From an optimization exercise on the open Yosys and OpenROAD flow, aimed at small area and a short achievable clock period; shortcuts taken in it are not production practice.
Where RTL was checked, it was by simulation tests only, not by an equivalence proof against the original.
Power and IR drop assume default switching activity.

## old
==> flow/design.v <==
module fifo #(
    parameter LENGTH = 32,
    parameter WIDTH  = 16
) (
    input logic reset_i,
    input logic clk_i,
    input logic read_en,
    input logic write_en,
    input logic [WIDTH-1:0] data_i,
    output logic empty_o,
    output logic full_o,
    output logic [WIDTH-1:0] data_o
);
  logic [$clog2(LENGTH):0] write_ptr;
  logic [$clog2(LENGTH):0] read_ptr;
  logic [WIDTH-1:0] mem [LENGTH-1:0];
  assign empty_o = (write_ptr == read_ptr) | reset_i;
  assign full_o = (write_ptr[$clog2(LENGTH)] != read_ptr[$clog2(LENGTH)] && write_ptr[$clog2(LENGTH)-1:0] == read_ptr[$clog2(LENGTH)-1:0]) & ~reset_i;
  always_ff @(posedge clk_i, posedge reset_i) begin
    if (reset_i) begin
      write_ptr <= 0;
      read_ptr  <= 0;
      data_o    <= 0;
    end else begin
      if (read_en & ~empty_o) begin
        data_o          <= mem[read_ptr[$clog2(LENGTH)-1:0]];
        read_ptr        <= read_ptr + 1;
      end
      if (write_en & ~full_o) begin
        mem[write_ptr[$clog2(LENGTH)-1:0]]   <= data_i;
        write_ptr        <= write_ptr + 1;
      end
    end
  end
endmodule
Settings: LEC_CHECK=0, CAP_MARGIN=20, CORE_MARGIN=2, CORE_UTILIZATION=40, SLEW_MARGIN=20; clock period 4.0 ns.
run.sh (not shown) runs the stock make flow with config.mk's settings and CLKGATE_MAP_FILE= SYNTH_SCRIPT=/design/flow/synth_recipe.tcl, a recipe that flattens the netlist after the stock synthesis.
old reached the end of the flow, and the finished layout is clean on the timing, design-rule and antenna checks.
For new, these inputs were changed with respect to old:
==> flow/design.v <==
module fifo #(
    parameter LENGTH = 32,
    parameter WIDTH  = 16
) (
    input logic reset_i,
    input logic clk_i,
    input logic read_en,
    input logic write_en,
    input logic [WIDTH-1:0] data_i,
    output logic empty_o,
    output logic full_o,
    output logic [WIDTH-1:0] data_o
);
  localparam AW = $clog2(LENGTH);
  logic [AW-1:0] write_ptr;
  logic [AW-1:0] read_ptr;
  logic empty_r, full_r;
  logic [WIDTH-1:0] mem [LENGTH-1:0];
  wire rd = read_en & ~empty_r;
  wire wr = write_en & ~full_r;
  wire one_left = (read_ptr + 1'b1) == write_ptr;
  wire one_free = (write_ptr + 1'b1) == read_ptr;
  assign empty_o = empty_r | reset_i;
  assign full_o  = full_r & ~reset_i;
  always_ff @(posedge clk_i, posedge reset_i) begin
    if (reset_i) begin
      write_ptr <= 0;
      read_ptr  <= 0;
      empty_r   <= 1'b1;
      full_r    <= 1'b0;
      data_o    <= 0;
    end else begin
      if (rd) begin
        data_o   <= mem[read_ptr];
        read_ptr <= read_ptr + 1'b1;
      end
      if (wr) write_ptr <= write_ptr + 1'b1;
      empty_r <= ~wr & (empty_r | (rd & one_left));
      full_r  <= ~rd & (full_r | (wr & one_free));
    end
  end
  always_ff @(posedge clk_i) begin
    if (~full_r) mem[write_ptr] <= data_i;
  end
endmodule
## What came out
- new improves on old in minimum clock period after layout.
- Note that the net count after synthesis recorded for new amounts to 0.923 times the value seen in old.
- old has higher worst path arrival time than new.
- Diff old -> new: netlist area before placement up 360 sq um; switching part of the total fell by 3.6 points; post-route fraction of the period consumed by the critical path saw a decrease.
No functional check of the RTL was part of new.

* * *

Setup of the previous run:
fifo, a different RTL version from the one above (not shown whole).
For scale: ~540 flip-flops, about 38 I/O pins, ~20000 sq um of cells after synthesis.
==> module fifo, before the edit <==
module fifo #(
    parameter LENGTH = 32,
    parameter WIDTH  = 16
) (
    input logic reset_i,
    input logic clk_i,
    input logic read_en,
    input logic write_en,
    input logic [WIDTH-1:0] data_i,
    output logic empty_o,
    output logic full_o,
    output logic [WIDTH-1:0] data_o
);
  localparam LO = 4;
  localparam HI = LENGTH / LO;
  logic [LO-1:0] lo;
  logic [HI-1:0] hi;
  logic nonempty_r, full_r;
  logic [WIDTH-1:0] mem [LENGTH-1:0];
  wire rd = read_en & nonempty_r;
  wire wr = write_en & ~full_r;
  wire one_left = lo[0] & hi[0];           
  wire one_free = lo[LO-2] & hi[HI-1];     
  assign empty_o = ~nonempty_r;
  assign full_o  = full_r;
  logic [WIDTH-1:0] rdata;
  always_comb begin
    rdata = '0;
    for (int j = 0; j < HI; j++)
      for (int i = 0; i < LO; i++)
        rdata = rdata | (mem[LO*j+i] & {WIDTH{hi[j] & lo[i]}});
  end
  always_ff @(posedge clk_i, posedge reset_i) begin
    if (reset_i) begin
      lo         <= LO'(1) << (LO - 1);
      hi         <= HI'(1) << (HI - 1);
      nonempty_r <= 1'b0;
      full_r     <= 1'b0;
      data_o     <= 0;
    end else begin
      if (rd) data_o <= rdata;
      if (wr & ~rd) begin
        lo <= {lo[LO-2:0], lo[LO-1]};
        if (lo[LO-1]) hi <= {hi[HI-2:0], hi[HI-1]};
      end else if (rd & ~wr) begin
        lo <= {lo[0], lo[LO-1:1]};
        if (lo[0]) hi <= {hi[0], hi[HI-1:1]};
      end
      nonempty_r <= wr | (nonempty_r & ~(rd & one_left));
      full_r     <= ~rd & (full_r | (wr & one_free));
    end
  end
  always_ff @(posedge clk_i) begin
    if (wr) begin
      mem[0] <= data_i;
      for (int i = 1; i < LENGTH; i++) mem[i] <= mem[i-1];
    end
  end
endmodule
==> flow/config.mk <==
export PLATFORM = sky130hd
export DESIGN_NAME = fifo
export DESIGN_NICKNAME = fifo
export VERILOG_FILES = /design/flow/design.v
export SDC_FILE = /design/flow/constraint.sdc
export NUM_CORES = 4
export LEC_CHECK = 0
export CAP_MARGIN = 20
export CORE_MARGIN = 2
export CORE_UTILIZATION = 60
export SETUP_SLACK_MARGIN = 2.05
export SLEW_MARGIN = 20
==> flow/constraint.sdc <==
create_clock -name core_clock -period 4.0 [get_ports {clk_i}]
set_input_delay 0.8000 -clock core_clock [delete_from_list [all_inputs] [get_ports {clk_i}]]
set_output_delay 0.8000 -clock core_clock [all_outputs]
set_load 0.01 [all_outputs]
standard.sh (not shown) runs the stock make flow with config.mk's settings and CLKGATE_MAP_FILE= SYNTH_SCRIPT=/design/flow/synth_recipe.tcl, a recipe that flattens the netlist after the stock synthesis.
==> flow/flow/run.sh <==
#!/bin/bash
bash standard.sh MATCH_CELL_FOOTPRINT=0 "BUFFER_PORTS_ARGS=-buffer_cell sky130_fd_sc_hd__buf_4" \
  "CTS_ARGS=-sink_clustering_enable -repair_clock_nets -dont_use_dummy_load -sink_clustering_size 24 -sink_clustering_max_diameter 80" \
  finish > standard.log 2>&1
Input-level comparison between the current run and the previous run:
diff --git a/flow/design.v b/flow/design.v
--- a/flow/design.v
+++ b/flow/design.v
@@ -47,13 +47,17 @@
         if (lo[0]) hi <= {hi[0], hi[HI-1:1]};
       end
       nonempty_r <= wr | (nonempty_r & ~(rd & one_left));
       full_r     <= ~rd & (full_r | (wr & one_free));
     end
   end
+  logic [HI-1:0] grp_live;
+  always_comb begin
+    grp_live[0] = 1'b1;
+    for (int j = 1; j < HI; j++) grp_live[j] = |(hi >> (j - 1));
+  end
   always_ff @(posedge clk_i) begin
-    if (wr) begin
-      mem[0] <= data_i;
-      for (int i = 1; i < LENGTH; i++) mem[i] <= mem[i-1];
-    end
+    if (wr) mem[0] <= data_i;
+    for (int i = 1; i < LENGTH; i++)
+      if (wr & grp_live[i / LO]) mem[i] <= mem[i-1];
   end
 endmodule
Findings:
The current run vs the previous run — achievable frequency dropped slightly
Total area of sequential cells: the previous run vs the current run — no meaningful difference
The current run vs the previous run: multi-input gate area in the final layout up by a few percent
In the current run the total power turned out about 40% lower than in the previous run.
The current run vs. the previous run: switching power of the nets now smaller; filler cell count shows a reduction of about 0.3%; power density of the placed cells decreased by 290 nW/um^2 relative to the old numbers; synthesized area saw an increase.
Compared with the previous run, the current run shows a headroom to the max-slew limit that is 4.6 points lower.
Of the current run and the previous run, the previous run shows the higher synthesized cell count, with the current run below it.
For non-clock buffer total of the final layout, dividing the value from the current run by the value from the previous run gives 1.5.
Function not checked in the current run: the RTL went through the layout flow alone.

* * *

Another version of the RTL of fifo (not shown whole).
For scale: about 1100 cells after synthesis, ~540 flip-flops, ~38 I/O pins, about 20000 um2 of cells after synthesis.
==> module fifo, before the edit <==
module fifo #(
    parameter LENGTH = 32,
    parameter WIDTH  = 16
) (
    input logic reset_i,
    input logic clk_i,
    input logic read_en,
    input logic write_en,
    input logic [WIDTH-1:0] data_i,
    output logic empty_o,
    output logic full_o,
    output logic [WIDTH-1:0] data_o
);
  localparam LO = 4;
  localparam HI = LENGTH / LO;
  logic [LO-1:0] lo;
  logic [HI-1:0] hi;
  logic nonempty_r, full_r;
  logic [WIDTH-1:0] mem [LENGTH-1:0];
  wire rd = read_en & nonempty_r;
  wire wr = write_en & ~full_r;
  wire one_left = lo[0] & hi[0];           
  wire one_free = lo[LO-2] & hi[HI-1];     
  assign empty_o = ~nonempty_r | reset_i;
  assign full_o  = full_r & ~reset_i;
  logic [WIDTH-1:0] rdata;
  always_comb begin
    rdata = '0;
    for (int j = 0; j < HI; j++)
      for (int i = 0; i < LO; i++)
        rdata = rdata | (mem[LO*j+i] & {WIDTH{hi[j] & lo[i]}});
  end
  always_ff @(posedge clk_i, posedge reset_i) begin
    if (reset_i) begin
      lo         <= LO'(1) << (LO - 1);
      hi         <= HI'(1) << (HI - 1);
      nonempty_r <= 1'b0;
      full_r     <= 1'b0;
      data_o     <= 0;
    end else begin
      if (rd) data_o <= rdata;
      if (wr & ~rd) begin
        lo <= {lo[LO-2:0], lo[LO-1]};
        if (lo[LO-1]) hi <= {hi[HI-2:0], hi[HI-1]};
      end else if (rd & ~wr) begin
        lo <= {lo[0], lo[LO-1:1]};
        if (lo[0]) hi <= {hi[0], hi[HI-1:1]};
      end
      nonempty_r <= wr | (nonempty_r & ~(rd & one_left));
      full_r     <= ~rd & (full_r | (wr & one_free));
    end
  end
  always_ff @(posedge clk_i) begin
    if (wr) begin
      mem[0] <= data_i;
      for (int i = 1; i < LENGTH; i++) mem[i] <= mem[i-1];
    end
  end
endmodule
export LEC_CHECK = 0
export CAP_MARGIN = 20
export CORE_MARGIN = 2
export CORE_UTILIZATION = 60
export SETUP_SLACK_MARGIN = 2.12
export SLEW_MARGIN = 20
create_clock -name core_clock -period 4.0 [get_ports {clk_i}]
Scripts as last shown in full above: flow/flow/run.sh
Rerun with:
--- a/flow/design.v
+++ b/flow/design.v
@@ -20,10 +20,10 @@
   wire rd = read_en & nonempty_r;
   wire wr = write_en & ~full_r;
   wire one_left = lo[0] & hi[0];           
   wire one_free = lo[LO-2] & hi[HI-1];     
-  assign empty_o = ~nonempty_r | reset_i;
-  assign full_o  = full_r & ~reset_i;
+  assign empty_o = ~nonempty_r;
+  assign full_o  = full_r;
   logic [WIDTH-1:0] rdata;
   always_comb begin
     rdata = '0;
     for (int j = 0; j < HI; j++)
@@ -49,11 +49,15 @@
       nonempty_r <= wr | (nonempty_r & ~(rd & one_left));
       full_r     <= ~rd & (full_r | (wr & one_free));
     end
   end
+  logic [HI-1:0] grp_live;
+  always_comb begin
+    grp_live[0] = 1'b1;
+    for (int j = 1; j < HI; j++) grp_live[j] = |(hi >> (j - 1));
+  end
   always_ff @(posedge clk_i) begin
-    if (wr) begin
-      mem[0] <= data_i;
-      for (int i = 1; i < LENGTH; i++) mem[i] <= mem[i-1];
-    end
+    if (wr) mem[0] <= data_i;
+    for (int i = 1; i < LENGTH; i++)
+      if (wr & grp_live[i / LO]) mem[i] <= mem[i-1];
   end
 endmodule
Die area increases by 0.59%.
Synthesized area increases by 0.60%.
Sequential power decreases by 29%.
Total power decreases by 42%.
Count of clock-buffer cells in the layout is unchanged.
Wire length increases by 14%.
Final area increases by 3.7%.
Critical path depth decreases by 1.
Final cell count increases by 1.6%.
Maximum frequency increases by 0.94%.
Only the layout flow was run in the second run of this note; the RTL was not checked for function there.

* * *

Another version of the RTL of fifo (not shown whole).
Size in the first run: about 570 flip-flops, about 0.021 sq mm of cells after synthesis.
==> module fifo, before the edit <==
module fifo #(
    parameter LENGTH = 32,
    parameter WIDTH  = 16
) (
    input logic reset_i,
    input logic clk_i,
    input logic read_en,
    input logic write_en,
    input logic [WIDTH-1:0] data_i,
    output logic empty_o,
    output logic full_o,
    output logic [WIDTH-1:0] data_o
);
  localparam AW = $clog2(LENGTH);
  logic [AW-1:0] write_ptr;
  logic [LENGTH-1:0] rsel;
  logic empty_r, full_r;
  logic [WIDTH-1:0] mem [LENGTH-1:0];
  wire rd = read_en & ~empty_r;
  wire wr = write_en & ~full_r;
  wire one_left = rsel[write_ptr - 1'b1];
  wire one_free = rsel[write_ptr + 1'b1];
  assign empty_o = empty_r | reset_i;
  assign full_o  = full_r & ~reset_i;
  logic [WIDTH-1:0] rdata;
  always_comb begin
    rdata = '0;
    for (int i = 0; i < LENGTH; i++) rdata = rdata | (mem[i] & {WIDTH{rsel[i]}});
  end
  always_ff @(posedge clk_i, posedge reset_i) begin
    if (reset_i) begin
      write_ptr <= 0;
      rsel      <= LENGTH'(1);
      empty_r   <= 1'b1;
      full_r    <= 1'b0;
      data_o    <= 0;
    end else begin
      if (rd) begin
        data_o <= rdata;
        rsel   <= {rsel[LENGTH-2:0], rsel[LENGTH-1]};
      end
      if (wr) write_ptr <= write_ptr + 1'b1;
      empty_r <= ~wr & (empty_r | (rd & one_left));
      full_r  <= ~rd & (full_r | (wr & one_free));
    end
  end
  always_ff @(posedge clk_i) begin
    if (~full_r) mem[write_ptr] <= data_i;
  end
endmodule
clock: 4.0 ns
lec_check: 0
cap_margin: 20
core_margin: 2
core_utilization: 60
setup_slack_margin: 1.9
slew_margin: 20
run.sh (not shown) runs the stock make flow with config.mk's settings and CLKGATE_MAP_FILE= SYNTH_SCRIPT=/design/flow/synth_recipe.tcl, a recipe that flattens the netlist after the stock synthesis.
Stock flow here: none of the scripts above is used.
The starting point completed without violations.
Next try:
==> flow/design.v (replaced) <==
module fifo #(
    parameter LENGTH = 32,
    parameter WIDTH  = 16
) (
    input logic reset_i,
    input logic clk_i,
    input logic read_en,
    input logic write_en,
    input logic [WIDTH-1:0] data_i,
    output logic empty_o,
    output logic full_o,
    output logic [WIDTH-1:0] data_o
);
  localparam LO = 4;
  localparam HI = LENGTH / LO;
  logic [LO-1:0] wlo, rlo;
  logic [HI-1:0] whi, rhi;
  logic nonempty_r, full_r;
  logic [WIDTH-1:0] mem [LENGTH-1:0];
  wire rd = read_en & nonempty_r;
  wire wr = write_en & ~full_r;
  wire [LO-1:0] rlo_n = {rlo[LO-2:0], rlo[LO-1]};
  wire [HI-1:0] rhi_n = rlo[LO-1] ? {rhi[HI-2:0], rhi[HI-1]} : rhi;
  wire [LO-1:0] wlo_n = {wlo[LO-2:0], wlo[LO-1]};
  wire [HI-1:0] whi_n = wlo[LO-1] ? {whi[HI-2:0], whi[HI-1]} : whi;
  wire one_left = |(rlo_n & wlo) & |(rhi_n & whi);
  wire one_free = |(wlo_n & rlo) & |(whi_n & rhi);
  assign empty_o = ~nonempty_r | reset_i;
  assign full_o  = full_r & ~reset_i;
  logic [WIDTH-1:0] rdata;
  always_comb begin
    rdata = '0;
    for (int j = 0; j < HI; j++)
      for (int i = 0; i < LO; i++)
        rdata = rdata | (mem[LO*j+i] & {WIDTH{rhi[j] & rlo[i]}});
  end
  always_ff @(posedge clk_i, posedge reset_i) begin
    if (reset_i) begin
      wlo        <= LO'(1);
      whi        <= HI'(1);
      rlo        <= LO'(1);
      rhi        <= HI'(1);
      nonempty_r <= 1'b0;
      full_r     <= 1'b0;
      data_o     <= 0;
    end else begin
      if (rd) begin
        data_o <= rdata;
        rlo    <= rlo_n;
        rhi    <= rhi_n;
      end
      if (wr) begin
        wlo <= wlo_n;
        whi <= whi_n;
      end
      nonempty_r <= wr | (nonempty_r & ~(rd & one_left));
      full_r     <= ~rd & (full_r | (wr & one_free));
    end
  end
  always_ff @(posedge clk_i) begin
    for (int j = 0; j < HI; j++)
      for (int i = 0; i < LO; i++)
        if (~full_r & whi[j] & wlo[i]) mem[LO*j+i] <= data_i;
  end
endmodule
Outcome: The new run ran to the end with no violations; utilization went down by 1.4 points; cell area went down by 2.4%; power went down by 21%; first-iteration DRC count went down by 7.8%; setup slack is better by 0.012 ns; sequential share of layout area went up by 0.48 points; cell count went down by 2.8%; via count went down by 4.5%.
No functional check of the RTL was part of any run of this note.

## port drivers added, routing unchanged
The flow's constraints put no driver on any port. The routed layouts listed below were extracted and timed again, unchanged, in two steps. Step 1, drivers: a clkbuf_16 drives clk_i and a buf_2 each remaining input, both assumed. Step 2 moves the port delays by t, midway between the first and last clock arrival at a register: inputs arrive t later, outputs are due t later. That takes back most of the time a late clock gives input paths. Slacks: no drivers / after step 1 / after step 2; pairs: no drivers / after step 1.
run	t (ns)	setup WS [ns]	worst data-port slew with drivers (ns)
old	0.663	0.397 / 0.397 / 0.397	0.04
new	0.649	0.746 / 0.746 / 0.746	0.04
the previous run	0.614	2.071 / 2.017 / 1.669	0.04
the current run	0.619	2.043 / 1.990 / 1.597	0.04
the first run of note 3	0.613	2.008 / 1.955 / 1.651	0.04
the second run of note 3	0.623	2.026 / 1.974 / 1.673	0.04
the first run of note 4	0.655	1.850 / 1.797 / 1.585	0.05
the second run of note 4	0.643	1.862 / 1.809 / 1.278	0.10
After both steps setup and hold are still met in every run listed. The setup slack of the second run of note 4, which loses most, moves by -0.053 ns with the drivers and by -0.584 ns with both steps. Setup slack includes reset recovery checks.
